What follows belongs to an exercise in optimizing a design on an open flow for small area; a production flow would make more cautious choices. Function was checked by simulation only, so behaviour that the tests miss may differ from the original. No activity file was given, so power comes from the tool's default toggle rates.

File: flow/config.mk
export PLATFORM = sky130hd
export DESIGN_NAME = CHIP
export DESIGN_NICKNAME = CHIP
export VERILOG_FILES = /design/flow/design.v
export SDC_FILE = /design/flow/constraint.sdc
export NUM_CORES = 4
export LEC_CHECK = 0
export ABC_AREA = 1
export CAP_MARGIN = 20
export CORE_MARGIN = 2
export CORE_UTILIZATION = 30
export SLEW_MARGIN = 20
File: flow/flow/run.sh
#!/bin/bash
# The standard ORFS layout (standard.sh), with three changes:
#  - ABC maps for area only (a copy of ORFS's scripts with its own abc_area.script);
#  - CTS without dummy loads, clkbuf_4 buffers and bounded sink clusters;
#  - buf_1 cells as the port buffers.
# make's full output goes to flow_make.log; each tool's log is under orfs/logs/.
set -euo pipefail
rm -rf scripts_local
cp -r "$FLOW_HOME/scripts" scripts_local
printf '%s\n' '&get -n' '&st' '&dch' '&nf -R 1000' '&put' > scripts_local/abc_area.script
export SCRIPTS_DIR="$PWD/scripts_local"
export CTS_ARGS="-sink_clustering_enable -repair_clock_nets -dont_use_dummy_load -buf_list sky130_fd_sc_hd__clkbuf_4 -sink_clustering_size 11 -sink_clustering_max_diameter 50"
export BUFFER_PORTS_ARGS="-buffer_cell sky130_fd_sc_hd__buf_1"
bash standard.sh > flow_make.log 2>&1
File: flow/standard.sh
#!/bin/bash
# synth_recipe.tcl (not shown) runs the flow's synth.tcl, then flattens the netlist and writes it again
# the make line also repeats each setting of config.mk as NAME=value (left out here)
make -C /OpenROAD-flow-scripts/flow DESIGN_CONFIG=/design/flow/config.mk WORK_HOME=/design/flow/orfs CLKGATE_MAP_FILE= SYNTH_SCRIPT=/design/flow/synth_recipe.tcl "${@:-finish}"
File: flow/constraint.sdc
create_clock -name core_clock -period 20.0 [get_ports {i_clk}]
set_input_delay 4.0000 -clock core_clock [delete_from_list [all_inputs] [get_ports {i_clk}]]
set_output_delay 4.0000 -clock core_clock [all_outputs]
set_load 0.01 [all_outputs]
File: flow/design.v
module CHIP #(                                                                                  
    parameter BIT_W = 32                                                                        
)(                                                                                              
        input               i_clk,                                                              
        input               i_rst_n,                                                            
        input  [BIT_W-1:0]  i_IMEM_data,                                                        
        output [BIT_W-1:0]  o_IMEM_addr,                                                        
        output              o_IMEM_cen,                                                         
        input               i_DMEM_stall,                                                       
        input  [BIT_W-1:0]  i_DMEM_rdata,                                                       
        output              o_DMEM_cen,                                                         
        output              o_DMEM_wen,                                                         
        output [BIT_W-1:0]  o_DMEM_addr,                                                        
        output [BIT_W-1:0]  o_DMEM_wdata,                                                       
        output              o_finish,                                                           
        input               i_cache_finish,                                                     
        output              o_proc_finish                                                       
);                                                                                              
    localparam [3:0] S_INIT  = 4'd0,   
                     S_F0    = 4'd1,   
                     S_F1    = 4'd2,
                     S_F2    = 4'd3,
                     S_MREQ  = 4'd4,   
                     S_MWAIT = 4'd5,
                     S_MDONE = 4'd6,
                     S_WB    = 4'd7,   
                     S_IT    = 4'd8;   
    reg  [2:0]  ph;                    
    reg  [3:0]  fs;                    
    wire        ph0  = (ph == 3'd0);
    wire        ph7  = (ph == 3'd7);
    wire        init = (fs == S_INIT);
    wire [31:0] ins = i_IMEM_data;     
    wire d_ecall = ins[6] & ins[4];
    wire d_br    = ins[6] & ~ins[4] & ~ins[2];
    wire d_jal   = ins[3];
    wire d_jalr  = ins[6] & ~ins[3] & ins[2];
    wire d_auipc = ~ins[6] & ins[2];
    wire d_op    = ~ins[6] & ins[5] & ins[4];
    wire d_opimm = ~ins[6] & ~ins[5] & ins[4] & ~ins[2];
    wire d_load  = ~ins[6] & ~ins[5] & ~ins[4];
    wire d_store = ~ins[6] & ins[5] & ~ins[4];
    wire i_sb = ins[5] & ~ins[2];              
    wire i_u  = ins[4] & ins[2];               
    wire i_uj = ins[2] & (ins[4] | ins[3]);    
    wire i_b  = i_sb & ins[6];
    wire [31:0] imm;
    assign imm[0]     = ~i_u & (i_sb ? ins[7] & ~ins[6] : ins[20] & ~ins[3]);
    assign imm[3:1]   = i_u ? 3'd0 : i_sb ? ins[10:8] : ins[23:21];
    assign imm[4]     = ~i_u & (i_sb ? ins[11] : ins[24]);
    assign imm[10:5]  = i_u ? 6'd0 : ins[30:25];
    assign imm[11]    = ~i_u & (i_b ? ins[7] : ins[3] ? ins[20] : ins[31]);
    assign imm[12]    = i_uj ? ins[12] : ins[31];
    assign imm[19:13] = i_uj ? ins[19:13] : {7{ins[31] & ~i_b}};
    assign imm[31:20] = {12{i_uj ? ins[19] : ins[31] & ~i_b}};
    wire [3:0] immd = imm[ph*4 +: 4];
    reg  [31:0] pc;                    
    reg  [31:0] ar;                    
    reg  [31:0] dr;                    
    reg  [2:0]  off;                   
    reg         c, ic, c2, z, t, mbit, mnext;
    reg  [4:0]  cnt;
    reg         st_req;                
    reg         mbusy;                 
    reg  [1:0]  xsel;                  
    reg  [2:0]  ysel;                  
    reg         sub, lop, rdwe, wdinc, pcinc, pcR, cin_t, slti_t, br_t, mcap, cnt_ld, cnt_dec, cap, st_go;
    reg  [3:0]  fs_n;
    wire        rs2z = ~|ins[24:20];
    wire [4:0]  ridx = ((fs == S_F0) & (d_op | d_store | d_br)) ? ins[24:20] : ins[19:15];
    wire [127:0] bots;
    reg  [3:0]  A;
    integer k;
    always @(*) begin
        A = 4'd0;
        for (k = 1; k < 32; k = k + 1) A = A | (bots[k*4 +: 4] & {4{ridx == k}});
    end
    wire [3:0]  P = pc[3:0];
    wire [3:0]  dtap = dr[off*4 +: 4];
    wire [3:0]  asrc = ar[3:0];
    wire [3:0]  accL = {asrc[2:0], c2 & ~ph0};
    wire [3:0]  accR = {ar[4] & ~ph7, ar[3:1]};
    wire [3:0]  X = (xsel == 2'd1) ? A : (xsel == 2'd2) ? P : 4'd0;
    reg  [3:0]  Yr;
    always @(*) begin
        case (ysel)
            3'd1:    Yr = immd;
            3'd2:    Yr = dtap;
            3'd3:    Yr = accL;
            3'd4:    Yr = accR;
            3'd5:    Yr = i_DMEM_rdata[3:0];
            default: Yr = 4'd0;
        endcase
    end
    wire        cin = ph0 ? (sub | (cin_t & t)) : c;
    wire [4:0]  sum = X + (Yr ^ {4{sub}}) + cin;
    wire [3:0]  R = lop ? (ins[12] ? (X & Yr) : (X ^ Yr)) : sum[3:0];
    wire        zc = (ph0 | z) & (sum[3:0] == 4'd0);
    wire [4:0]  incs = P + (ph0 ? 4'd4 : {3'd0, ic});
    wire [3:0]  wdv = wdinc ? incs[3:0] : R;
    wire [4:0]  cntm1 = cnt - 5'd1;
    wire        mwait = st_req | (mbusy & i_DMEM_stall);
    always @(*) begin
        xsel = 2'd0; ysel = 3'd0; sub = 1'b0; lop = 1'b0; rdwe = 1'b0; wdinc = 1'b0;
        pcinc = 1'b0; pcR = 1'b0; cin_t = 1'b0; slti_t = 1'b0; br_t = 1'b0; mcap = 1'b0;
        cnt_ld = 1'b0; cnt_dec = 1'b0; cap = 1'b0; st_go = 1'b0;
        fs_n = fs;
        case (fs)
            S_INIT: if (ph7) fs_n = S_F0;
            S_F0: begin
                if (d_opimm) begin
                    if (ins[12]) begin                        
                        if (ins[24] | ~|ins[23:20]) begin     
                            xsel = ins[24] ? 2'd0 : 2'd1; rdwe = 1'b1; pcinc = 1'b1;
                        end else begin
                            xsel = 2'd1;
                            cnt_ld = 1'b1; if (ph7) fs_n = S_IT;
                        end
                    end else if (ins[13]) begin               
                        xsel = 2'd1; ysel = 3'd1; sub = 1'b1; slti_t = 1'b1;
                        if (ph7) fs_n = S_F1;
                    end else begin                            
                        xsel = 2'd1; ysel = 3'd1; rdwe = 1'b1; pcinc = 1'b1;
                    end
                end else if (d_load) begin                    
                    xsel = 2'd1; ysel = 3'd1;
                    if (ph7 & ~mwait) fs_n = S_MREQ;
                end else if (d_store) begin
                    pcinc = 1'b1;
                    if (ph7) fs_n = S_F1;
                end else if (d_br) begin
                    if (1'b0) begin
                        xsel = 2'd1; sub = 1'b1; br_t = 1'b1;
                        if (ph7) fs_n = S_F2;
                    end else if (ph7) fs_n = S_F1;
                end else if (d_op) begin
                    if (ins[25]) begin                        
                        mcap = ph7; cnt_ld = 1'b1;
                        if (ph7) fs_n = S_IT;
                    end else if (ph7) fs_n = S_F1;
                end else if (d_jal) begin
                    xsel = 2'd2; ysel = 3'd1; pcR = 1'b1; rdwe = 1'b1; wdinc = 1'b1;
                end else if (d_jalr) begin
                    xsel = 2'd1;
                    if (1'b0) begin ysel = 3'd1; pcR = 1'b1; end
                    else begin rdwe = 1'b1; if (ph7) fs_n = S_F1; end
                end else if (d_auipc) begin
                    xsel = 2'd2; ysel = 3'd1; rdwe = 1'b1; pcinc = 1'b1;
                end
            end
            S_F1: begin
                if (d_opimm) begin                            
                    cin_t = 1'b1; rdwe = 1'b1; pcinc = 1'b1;
                    if (ph7) fs_n = S_F0;
                end else if (d_store) begin                   
                    xsel = 2'd1; ysel = 3'd1;
                    if (ph7 & ~mwait) begin st_go = 1'b1; fs_n = S_F0; end
                end else if (d_op) begin
                    xsel = 2'd1; ysel = 3'd2; sub = ins[30]; lop = ins[14]; rdwe = 1'b1; pcinc = 1'b1;
                    if (ph7) fs_n = S_F0;
                end else if (d_br) begin
                    xsel = 2'd1; ysel = 3'd2; sub = 1'b1; br_t = 1'b1;
                    if (ph7) fs_n = S_F2;
                end else begin                                
                    xsel = 2'd1; ysel = 3'd1; pcR = 1'b1;
                    if (ph7) fs_n = S_F0;
                end
            end
            S_F2: begin                                       
                xsel = 2'd2; ysel = 3'd1;
                if (t) pcR = 1'b1; else pcinc = 1'b1;
                if (ph7) fs_n = S_F0;
            end
            S_MREQ: begin                                     
                if (!i_DMEM_stall) begin                      
                    cap = 1'b1; ysel = 3'd5; rdwe = 1'b1; pcinc = 1'b1;
                    fs_n = S_WB;
                end else fs_n = S_MWAIT;
            end
            S_MWAIT: begin
                if (!i_DMEM_stall) begin
                    cap = 1'b1;
                    fs_n = ph7 ? S_WB : S_MDONE;
                end
            end
            S_MDONE: if (ph7) fs_n = S_WB;
            S_WB: begin                                       
                ysel = 3'd2; rdwe = 1'b1; pcinc = 1'b1;
                if (ph7) fs_n = S_F0;
            end
            S_IT: begin
                if (d_op) begin                               
                    xsel = mbit ? 2'd1 : 2'd0; ysel = 3'd3;
                    mcap = (ph == cntm1[4:2]);
                end else begin                                
                    ysel = ins[14] ? 3'd4 : 3'd3;
                end
                if (cnt == 5'd0) begin
                    rdwe = 1'b1; pcinc = 1'b1;
                    if (ph7) fs_n = S_F0;
                end else cnt_dec = ph7;
            end
            default: fs_n = S_INIT;
        endcase
    end
    wire [3:0] x2d = ph0 ? 4'h0 : ph7 ? 4'hb : 4'hf;
    wire [3:0] x3d = (ph == 3'd3) ? 4'h8 : ph7 ? 4'h1 : 4'h0;
    wire [3:0] pcd = {3'b0, ph == 3'd4};
    assign bots[3:0] = 4'd0;
    genvar g;
    generate
        for (g = 1; g < 32; g = g + 1) begin : RF
            reg  [31:0] q;
            wire we = init | (rdwe & (ins[11:7] == g));
            wire [3:0] d = init ? ((g == 2) ? x2d : (g == 3) ? x3d : 4'd0) : wdv;
            always @(posedge i_clk) q <= {we ? d : q[3:0], q[31:4]};
            assign bots[g*4 +: 4] = q[3:0];
        end
    endgenerate
    wire       mcsrc = (fs == S_F0) ? A[3] : dtap[cntm1[1:0]];
    wire       mnew  = mcap ? mcsrc : mnext;
    always @(posedge i_clk) begin
        pc    <= {init ? pcd : pcR ? R : pcinc ? incs[3:0] : P, pc[31:4]};
        ar    <= {R, ar[31:4]};
        dr    <= cap ? i_DMEM_rdata : {(fs == S_F0) ? A : dr[3:0], dr[31:4]};
        off   <= cap ? ph + 3'd1 : (fs == S_F0) ? 3'd0 : off;
        c     <= sum[4];
        ic    <= incs[4];
        c2    <= asrc[3];
        z     <= zc;
        if (ph7 & slti_t) t <= (X[3] ^ Yr[3]) ? X[3] : sum[3];
        if (ph7 & br_t)   t <= (ins[14] ? sum[3] : zc) ^ ins[12];
        mnext <= mnew;
        if (ph7) mbit <= mnew;
        if (cnt_ld)       cnt <= d_op ? 5'd31 : {1'b0, ins[23:20]} - 5'd1;
        else if (cnt_dec) cnt <= cntm1;
    end
    always @(posedge i_clk or negedge i_rst_n) begin
        if (!i_rst_n) begin
            ph <= 3'd0;
            fs <= S_INIT;
            st_req <= 1'b0;
            mbusy <= 1'b0;
        end else begin
            ph <= ph + 3'd1;
            fs <= fs_n;
            st_req <= st_go;
            mbusy <= (st_req | mbusy) & i_DMEM_stall;
        end
    end
    assign o_IMEM_addr   = pc;
    assign o_IMEM_cen    = (fs == S_F0) & ph0;
    assign o_DMEM_cen    = (fs == S_MREQ) | st_req;
    assign o_DMEM_wen    = st_req;
    assign o_DMEM_addr   = ar;
    assign o_DMEM_wdata  = dr;
    assign o_proc_finish = (fs == S_F0) & d_ecall & ~st_req & ~mbusy;
    assign o_finish      = i_cache_finish;
endmodule
==> run notes <==
-- how the worst min path moves through the flow --
stage	from	end	slack (ps)	cells after the start
2_1_floorplan	RF[10].q[4]	RF[10].q[0]	310	0
3_3_place_gp	RF[26].q[13]	RF[26].q[9]	310	0
3_5_place_dp	RF[21].q[29]	RF[21].q[25]	310	0
4_1_cts	RF[3].q[11]	RF[3].q[7]	310	0
5_1_grt	RF[3].q[11]	RF[3].q[7]	280	0
6_report	ar[13]	ar[9]	310	0
-- per-layer routing --
| metal | global-route usage | part of all wire |
|---|---|---|
| met1 | 0.157 | 0.48 |
| met4 | 0.0425 | 0.033 |
| met5 | 0 | 0.00050 |
| met3 | 0.0282 | 0.060 |
| met2 | 0.176 | 0.43 |
-- cells in the final DEF (no fill, tap or decap), types with 10 or more instances in the layout --
| cell | Yosys | layout |
|---|---|---|
| nor2_1 | 85 | 85 |
| a221oi_1 | 12 | 12 |
| buf_1 | 0 | 164 |
| nand3_1 | 25 | 25 |
| xnor2_1 | 13 | 13 |
| nand2_1 | 287 | 286 |
| dfxtp_1 | 1093 | 1093 |
| a222oi_1 | 12 | 12 |
| a31oi_1 | 16 | 16 |
| o21ai_0 | 157 | 154 |
| a21oi_1 | 53 | 53 |
| clkinv_1 | 18 | 18 |
| nor2b_1 | 11 | 11 |
| a22oi_1 | 15 | 15 |
| a221o_1 | 20 | 20 |
| o211ai_1 | 10 | 10 |
| ha_1 | 17 | 17 |
| edfxtp_1 | 10 | 10 |
| clkbuf_4 | 0 | 113 |
| buf_4 | 1 | 12 |
| mux2i_1 | 17 | 17 |
| nor3_1 | 58 | 57 |
-- cell usage after synthesis, types with 13 or more instances --
library cell  number  area share
nor3_1            58       0.011
a21oi_1           53      0.0097
a31oi_1           16      0.0036
mux2i_1           17      0.0062
nor2_1            85       0.012
ha_1              17      0.0078
xnor2_1           13      0.0042
nand2_1          287       0.039
nand3_1           25      0.0046
o21ai_0          157       0.029
dfxtp_1         1093        0.80
a22oi_1           15      0.0041
clkinv_1          18      0.0025
a221o_1           20      0.0073
-- logic make-up after synthesis --
kind of cell / after synthesis / synth area share
AO/OA/AOI/OAI: 324 / 0.0729
AND/OR/NAND/NOR: 503 / 0.0773
multiplexers: 31 / 0.0156
flip-flops: 1112 / 0.817
adder cells (fa/ha/maj): 19 / 0.00921
XOR/XNOR: 17 / 0.00543
buffers and inverters: 19 / 0.00274
-- power by group --
group	total (mW)	switching (mW)	leakage, nW	internal, mW
clock	0.880	0.621	0.520	0.259
combinational	0.788	0.556	2.16	0.232
sequential	3.22	0.250	9.22	2.97
total	4.89	1.43	11.9	3.46
-- flip-flops by register name, summed over array words and instances (netlist names) --
register and cells:
ar 32, c 1, off 3, ic 1, t 1, ph 3, mbusy 1, st_req 1
cnt 5, mbit 1, z 1, RF.q 992, fs 4, c2 1, mnext 1, dr 32
pc 32
-- layout make-up --
cell class | instances | area share
Clock buffer | 113 | 0.0278
Timing Repair Buffer | 176 | 0.0231
Tap cell | 1176 | 0.0483
Multi-Input combinational cell | 894 | 0.163
Inverter | 18 | 0.00222
Sequential cell | 1112 | 0.735
Antenna cell | 5 | 0.000410
-- critical path: cells and delay by family --
family                     cells  cell delay [ps]
AOI/OAI and AO/OA             19             5350
xor gates and xnor gates       1              240
adders and majority gates      1              370
buffers and inverters          4             1140
and+or+nand+nor                6             1770
-- through the flow --
stage	cells	hold WS [ps]	util	total power, mW
3_5_place_dp	3376	312	0.328	4.07
6_report	3494	310	0.338	4.89
4_1_cts	3489	307	0.338	4.95
2_1_floorplan	2025	310	-	3.63
3_3_place_gp	3376	309	0.328	4.04
5_1_grt	3494	285	0.338	5.19
==> reports/results.ini <==
[drt]
totalWireLength_mm=54.0
ant_nets=0
drtIter0Drc=976
num_vias=15000
vias_per_cell=4.29
avgRoutedWirePerCell_um=15.5
drt_first_pass_iters=5
drc=0

[clock_tree]
cts.hold.buffers_added=0
cts.sinks=1112
cts_resized=0
clkTransAtPathRegs_ps=120
clk_path_buf_depth=3
root_buffer=clkbuf_4
clkLatencyLatePin_ps=910
cts_setup_buffers=0
htree_levels=3
cts_buffers=113
cts_tree=built

[critical_path]
cp.arrival_ps=12910
cp_slowest_cell=a221oi_1
criticalPathCategory=input port to register
reg2reg_depth=31
cpMostUsedCell=a221o_1
path_max_fanout=31
max_stage_delay_ps=800
crit_path_end_kind=register
reg2reg_to=RF[22].q[31]
cp-start-kind=input port
r2r_setup_slack_ps=10730
cp.required_ps=20800
crit_start=i_IMEM_data[6]
crit_end=RF[22].q[31]
worstReg2RegStart=fs[1]

[timing]
period_needed_ps=12110
final.setup.tns_ps=0
setup_viol=0
hold_viol_final=0
fmax_mhz=82.6
timing.final.crit_share=0.606
rsz0062_at_grt=false
fin_skew_ps=55.7
slew_viol_final=0
tightest_slew_ps=1040
setup_ws_ps=7890
relSlewSlack=0.306

[floorplanning]
start_util=0.304
coreArea_sq_mm=0.0903
fp-row-count=110
die_h_um=306
pin_count=169
die_area_sq_mm=0.0939
chipWidth_um=306

[synth]
yosysWarnings=1
ys_seq_elements=1112
synth_edf_count=10
synth_flop_cell=dfxtp_1
yosys.cell_types.count=48
async_flop_share=0.00809
syn_inst=2025
netlist_area_sq_mm=0.0274
ys_seq_area_frac=0.817
syn_avg_cell_area_sq_um=13.5
syn_nets=2112

[finish]
fin_area_sq_mm=0.0305
seq_area_sq_mm=0.0224
drive_above_1_share=0.0605
syn2layout_area_growth_pct=11.1
fillers=8992
nets=2402
multi_input_area_sq_mm=0.00498

[global_route]
gr-total-overflow=0
antenna_found_initial=5
grt_use_total=0.115
grt_pass1_vias=14700
grt_max_degree=40
grt_pass1_wl_mm=83.6

[placement]
postPlaceCellArea_sq_mm=0.0296
portBuffers=164
gp_congestion=0.912
place_ws_ps=7070
dpl.hpwl_mm=36.9

[hold_path]
hold_path.class=register to register

[power]
power_leakage_nw=11.9
power_density_mw_per_mm2=160
ir_worst_vdd_mv=0.0795

[outcome]
status=finished clean

[flow_run]
maxCapViolCount=0

port drivers added, routing unchanged:
Ports are ideal in the flow. The routed layout listed here was re-timed in OpenROAD.
Step 1 assumes that a clkbuf_16 drives the clock port and a buf_2 every other input.
Step 2 times the ports against the registers' clock, not the clock port: input delays grow and output delays shrink by t, the midpoint of the rising clock arrivals with the driver on.
a / b / c = no drivers / after step 1 / after step 2; a / b = the first two.
shift t [ns]: 0.944
slack for setup (ns): 7.889 / 7.879 / 6.935
worst data-port slew with drivers (ns): 0.11
After both steps this run still meets setup and hold. For this run, drivers alone change the setup slack by -0.010 ns; drivers and shift together by -0.954 ns.
